This design comes from an exercise in tuning for small area and a short achievable clock period on the open sky130 flow, not from production work. In this exercise RTL edits were held to simulation tests only and were not proved equivalent to the original. Power and IR drop assume default switching activity.

Setup of before:
==> flow/design.v <==
`timescale 1ns / 1ps
module RegFile(
    input [32*31-1:0] q,
    input [31:1] v,
    input [4:0] rs,
    output [31:0] rd
    );
    wire [31:0] x [0:31];
    assign x[0] = 32'd0;
    genvar k;
    generate
        for (k = 1; k < 32; k = k + 1) begin : g
            assign x[k] = v[k] ? q[(k-1)*32 +: 32] : 32'd0;
        end
    endgenerate
    assign rd = x[rs];
endmodule
`timescale 1ns / 1ps
module addr_add(
    input [31:0] base,
    input [31:0] offset,
    output [31:0] addr
    );
    assign addr = base + offset;
endmodule
`timescale 1ns / 1ps
module cpu(
    input clk,
    input reset,
    output [31:0] imem_addr,
    input  [31:0] imem_rdata,
    output        dmem_re,
    output        dmem_we,
    output [31:0] dmem_addr,
    output [31:0] dmem_wdata,
    input  [31:0] dmem_rdata
    );
    wire [31:0] ins = imem_rdata;
    wire [6:0] opcode = ins[6:0];
    wire [2:0] funct3 = ins[14:12];
    wire [6:0] funct7 = ins[31:25];
    wire [4:0] rs1 = ins[19:15];
    wire [4:0] rs2 = ins[24:20];
    wire [4:0] rd  = ins[11:7];
    wire is_op    = (opcode == 7'b0110011);
    wire is_opimm = (opcode == 7'b0010011);
    wire is_load  = (opcode == 7'b0000011);
    wire is_store = (opcode == 7'b0100011);
    wire is_lui   = (opcode == 7'b0110111);
    wire is_br    = (opcode == 7'b1100011);
    wire [31:0] imm_i = {{20{ins[31]}}, ins[31:20]};
    wire [31:0] imm_s = {{20{ins[31]}}, ins[31:25], ins[11:7]};
    wire [31:0] imm_b = {{20{ins[31]}}, ins[7], ins[30:25], ins[11:8], 1'b0};
    wire [31:0] imm_u = {ins[31:12], 12'b0};
    reg [31:1] pc;
    assign imem_addr = {pc, 1'b0};
    wire [32*31-1:0] xq;
    wire [31:1] xv;
    wire [31:0] rv1, rv2;
    RegFile rport1 (.q(xq), .v(xv), .rs(rs1), .rd(rv1));
    RegFile rport2 (.q(xq), .v(xv), .rs(rs2), .rd(rv2));
    assign dmem_re = is_load;
    assign dmem_we = is_store;
    addr_add addr_adder (.base(rv1), .offset(ins[5] ? imm_s : imm_i), .addr(dmem_addr));
    assign dmem_wdata = rv2;
    wire [31:0] op2 = ins[5] ? rv2 : imm_i;
    wire f7_zero = (funct7 == 7'b0000000);
    wire f7_alt  = (funct7 == 7'b0100000);
    wire sub = ins[5] & f7_alt;
    wire [31:0] sum = rv1 + (op2 ^ {32{sub}}) + {31'd0, sub};
    wire lt  = ($signed(rv1) < $signed(op2));
    wire ltu = (rv1 < op2);
    wire sh_left = ~funct3[2];
    wire [31:0] rv1_rev;
    genvar b;
    generate
        for (b = 0; b < 32; b = b + 1) begin : rev_in
            assign rv1_rev[b] = rv1[31 - b];
        end
    endgenerate
    wire [31:0] sh0 = sh_left ? rv1_rev : rv1;
    wire fill = f7_alt & rv1[31] & ~sh_left;
    wire [4:0] shamt = op2[4:0];
    wire [31:0] sh1 = shamt[0] ? {fill, sh0[31:1]} : sh0;
    wire [31:0] sh2 = shamt[1] ? {{2{fill}}, sh1[31:2]} : sh1;
    wire [31:0] sh3 = shamt[2] ? {{4{fill}}, sh2[31:4]} : sh2;
    wire [31:0] sh4 = shamt[3] ? {{8{fill}}, sh3[31:8]} : sh3;
    wire [31:0] shr = shamt[4] ? {{16{fill}}, sh4[31:16]} : sh4;
    wire [31:0] shl;
    generate
        for (b = 0; b < 32; b = b + 1) begin : rev_out
            assign shl[b] = shr[31 - b];
        end
    endgenerate
    reg [31:0] alu;
    always @(*) begin
        case (funct3)
            3'b000: alu = sum;
            3'b001: alu = shl;
            3'b010: alu = {31'd0, lt};
            3'b011: alu = {31'd0, ltu};
            3'b100: alu = rv1 ^ op2;
            3'b101: alu = (f7_zero | f7_alt) ? shr : sum;
            3'b110: alu = rv1 | op2;
            default: alu = rv1 & op2;
        endcase
    end
    wire [31:0] wd = is_load ? dmem_rdata : (is_lui ? imm_u : alu);
    wire we = (is_op | is_opimm | is_load | is_lui) & (rd != 5'd0);
    wire beq  = (rv1 == rv2);
    wire blt  = ($signed(rv1) < $signed(rv2));
    wire bltu = (rv1 < rv2);
    reg cond;
    always @(*) begin
        case (funct3)
            3'b000: cond = beq;
            3'b001: cond = ~beq;
            3'b100: cond = blt;
            3'b101: cond = ~blt;
            3'b110: cond = bltu;
            3'b111: cond = ~bltu;
            default: cond = 1'b0;
        endcase
    end
    wire taken = is_br & cond;
    wire [31:1] pc_next = taken ? (pc + imm_b[31:1]) : (pc + 31'd2);
    always @(posedge clk or posedge reset) begin
        if (reset) pc <= 31'd0;
        else pc <= pc_next;
    end
    genvar r;
    generate
        for (r = 1; r < 32; r = r + 1) begin : regs
            reg v;
            reg [31:0] q;
            always @(posedge clk or posedge reset) begin
                if (reset) v <= 1'b0;
                else if (we && rd == r) v <= 1'b1;
            end
            always @(posedge clk) begin
                if (we && rd == r) q <= wd;
            end
            assign xq[(r-1)*32 +: 32] = q;
            assign xv[r] = v;
        end
    endgenerate
endmodule
export LEC_CHECK = 0
export CAP_MARGIN = 20
export CORE_MARGIN = 5
export CORE_UTILIZATION = 40
export PLACE_DENSITY = 0.5
export SETUP_SLACK_MARGIN = 4
export SLEW_MARGIN = 20
export SYNTH_HIERARCHICAL = 1
create_clock -name core_clock -period 14.0 [get_ports {clk}]
standard.sh (not shown) runs the stock make flow with config.mk's settings and CLKGATE_MAP_FILE= SYNTH_SCRIPT=/design/flow/synth_recipe.tcl, a recipe that flattens the netlist after the stock synthesis.
==> flow/flow/run.sh <==
#!/bin/bash
# The standard layout (standard.sh: ORFS from synthesis to finish) with
# three settings changed:
#  - repair_timing does not clone gates (SKIP_GATE_CLONING=1): a clone can be
#    legalised far from its loads, leaving a long net that breaks max slew;
#  - clock tree: no dummy loads, and clkbuf_8 as the clock buffer;
#  - ports are buffered with buf_1 (repair_timing upsizes the critical ones).
set -euo pipefail
bash standard.sh SKIP_GATE_CLONING=1 \
  "CTS_ARGS=-sink_clustering_enable -repair_clock_nets -dont_use_dummy_load -buf_list sky130_fd_sc_hd__clkbuf_8" \
  "BUFFER_PORTS_ARGS=-buffer_cell sky130_fd_sc_hd__buf_1" \
  finish > standard_flow.log 2>&1
Setup changes, before to after
--- a/flow/design.v
+++ b/flow/design.v
@@ -1,29 +1,33 @@
-`timescale 1ns / 1ps
-module RegFile(
-    input [32*31-1:0] q,
-    input [31:1] v,
-    input [4:0] rs,
-    output [31:0] rd
-    );
-    wire [31:0] x [0:31];
-    assign x[0] = 32'd0;
-    genvar k;
-    generate
-        for (k = 1; k < 32; k = k + 1) begin : g
-            assign x[k] = v[k] ? q[(k-1)*32 +: 32] : 32'd0;
-        end
-    endgenerate
-    assign rd = x[rs];
-endmodule
 `timescale 1ns / 1ps
 module addr_add(
     input [31:0] base,
     input [31:0] offset,
     output [31:0] addr
     );
-    assign addr = base + offset;
+    wire [31:0] p0 = base ^ offset;
+    wire [31:0] g0 = base & offset;
+    wire [31:0] g [0:5];
+    wire [31:0] p [0:5];
+    assign g[0] = g0;
+    assign p[0] = p0;
+    genvar l, i;
+    generate
+        for (l = 0; l < 5; l = l + 1) begin : lvl
+            for (i = 0; i < 32; i = i + 1) begin : bit_
+                if (((i >> l) & 1) == 1) begin : comb
+                    localparam integer j = ((i >> l) << l) - 1;
+                    assign g[l+1][i] = g[l][i] | (p[l][i] & g[l][j]);
+                    assign p[l+1][i] = p[l][i] & p[l][j];
+                end else begin : pass
+                    assign g[l+1][i] = g[l][i];
+                    assign p[l+1][i] = p[l][i];
+                end
+            end
+        end
+    endgenerate
+    assign addr = p0 ^ {g[5][30:0], 1'b0};
 endmodule
 `timescale 1ns / 1ps
 module cpu(
     input clk,
     input reset,
@@ -52,15 +56,22 @@
     wire [31:0] imm_s = {{20{ins[31]}}, ins[31:25], ins[11:7]};
     wire [31:0] imm_b = {{20{ins[31]}}, ins[7], ins[30:25], ins[11:8], 1'b0};
     wire [31:0] imm_u = {ins[31:12], 12'b0};
     reg [31:1] pc;
     assign imem_addr = {pc, 1'b0};
-    wire [32*31-1:0] xq;
+    wire [31:0] xq [1:31];
     wire [31:1] xv;
-    wire [31:0] rv1, rv2;
-    RegFile rport1 (.q(xq), .v(xv), .rs(rs1), .rd(rv1));
-    RegFile rport2 (.q(xq), .v(xv), .rs(rs2), .rd(rv2));
+    reg [31:0] rv1, rv2;
+    integer k;
+    always @(*) begin
+        rv1 = 32'd0;
+        rv2 = 32'd0;
+        for (k = 1; k < 32; k = k + 1) begin
+            rv1 = rv1 | (xq[k] & {32{xv[k] && rs1 == k}});
+            rv2 = rv2 | (xq[k] & {32{xv[k] && rs2 == k}});
+        end
+    end
     assign dmem_re = is_load;
     assign dmem_we = is_store;
     addr_add addr_adder (.base(rv1), .offset(ins[5] ? imm_s : imm_i), .addr(dmem_addr));
     assign dmem_wdata = rv2;
     wire [31:0] op2 = ins[5] ? rv2 : imm_i;
@@ -138,10 +149,10 @@
                 else if (we && rd == r) v <= 1'b1;
             end
             always @(posedge clk) begin
                 if (we && rd == r) q <= wd;
             end
-            assign xq[(r-1)*32 +: 32] = q;
+            assign xq[r] = q;
             assign xv[r] = v;
         end
     endgenerate
 endmodule
--- outcome ---
Comparing after and before, the higher multi-input gate share of the layout cell area was measured on after. after vs before: clock group share of total power down in after. Cmp after vs before: all-layer global routing usage higher in after. Taking before over after, the wire length of the first global-routing pass ratio works out to 0.938. after against before; area after synthesis is up slightly. From before to after the numbers moved as follows: worst setup margin up 0.21 ns, fmax up 2.1%.

[port drivers added, routing unchanged]
The results above use ideal ports. As a check the final layouts listed here were re-extracted and re-timed, cells and wires unchanged.
Step 1: set_driving_cell puts a clkbuf_16 on clk and a buf_2 on each other input, an assumption about the parent block.
Step 2 times the ports against the registers' clock, not the clock port: input delays grow and output delays shrink by t, the midpoint of the rising clock arrivals with the driver on.
a / b / c = ideal / step 1 / step 2; a / b = the first two.
run	t, ns	slack for setup (ns)	worst setup path at the end	worst data-port slew with drivers (ns)
before	0.942	3.721 / 3.682 / 3.026	input to register	0.07
after	0.991	3.928 / 3.819 / 3.029	input to register	0.13
After both steps setup and hold are still met in every run listed. The setup slack of after, which loses most, moves by -0.109 ns with the drivers and by -0.899 ns with both steps.
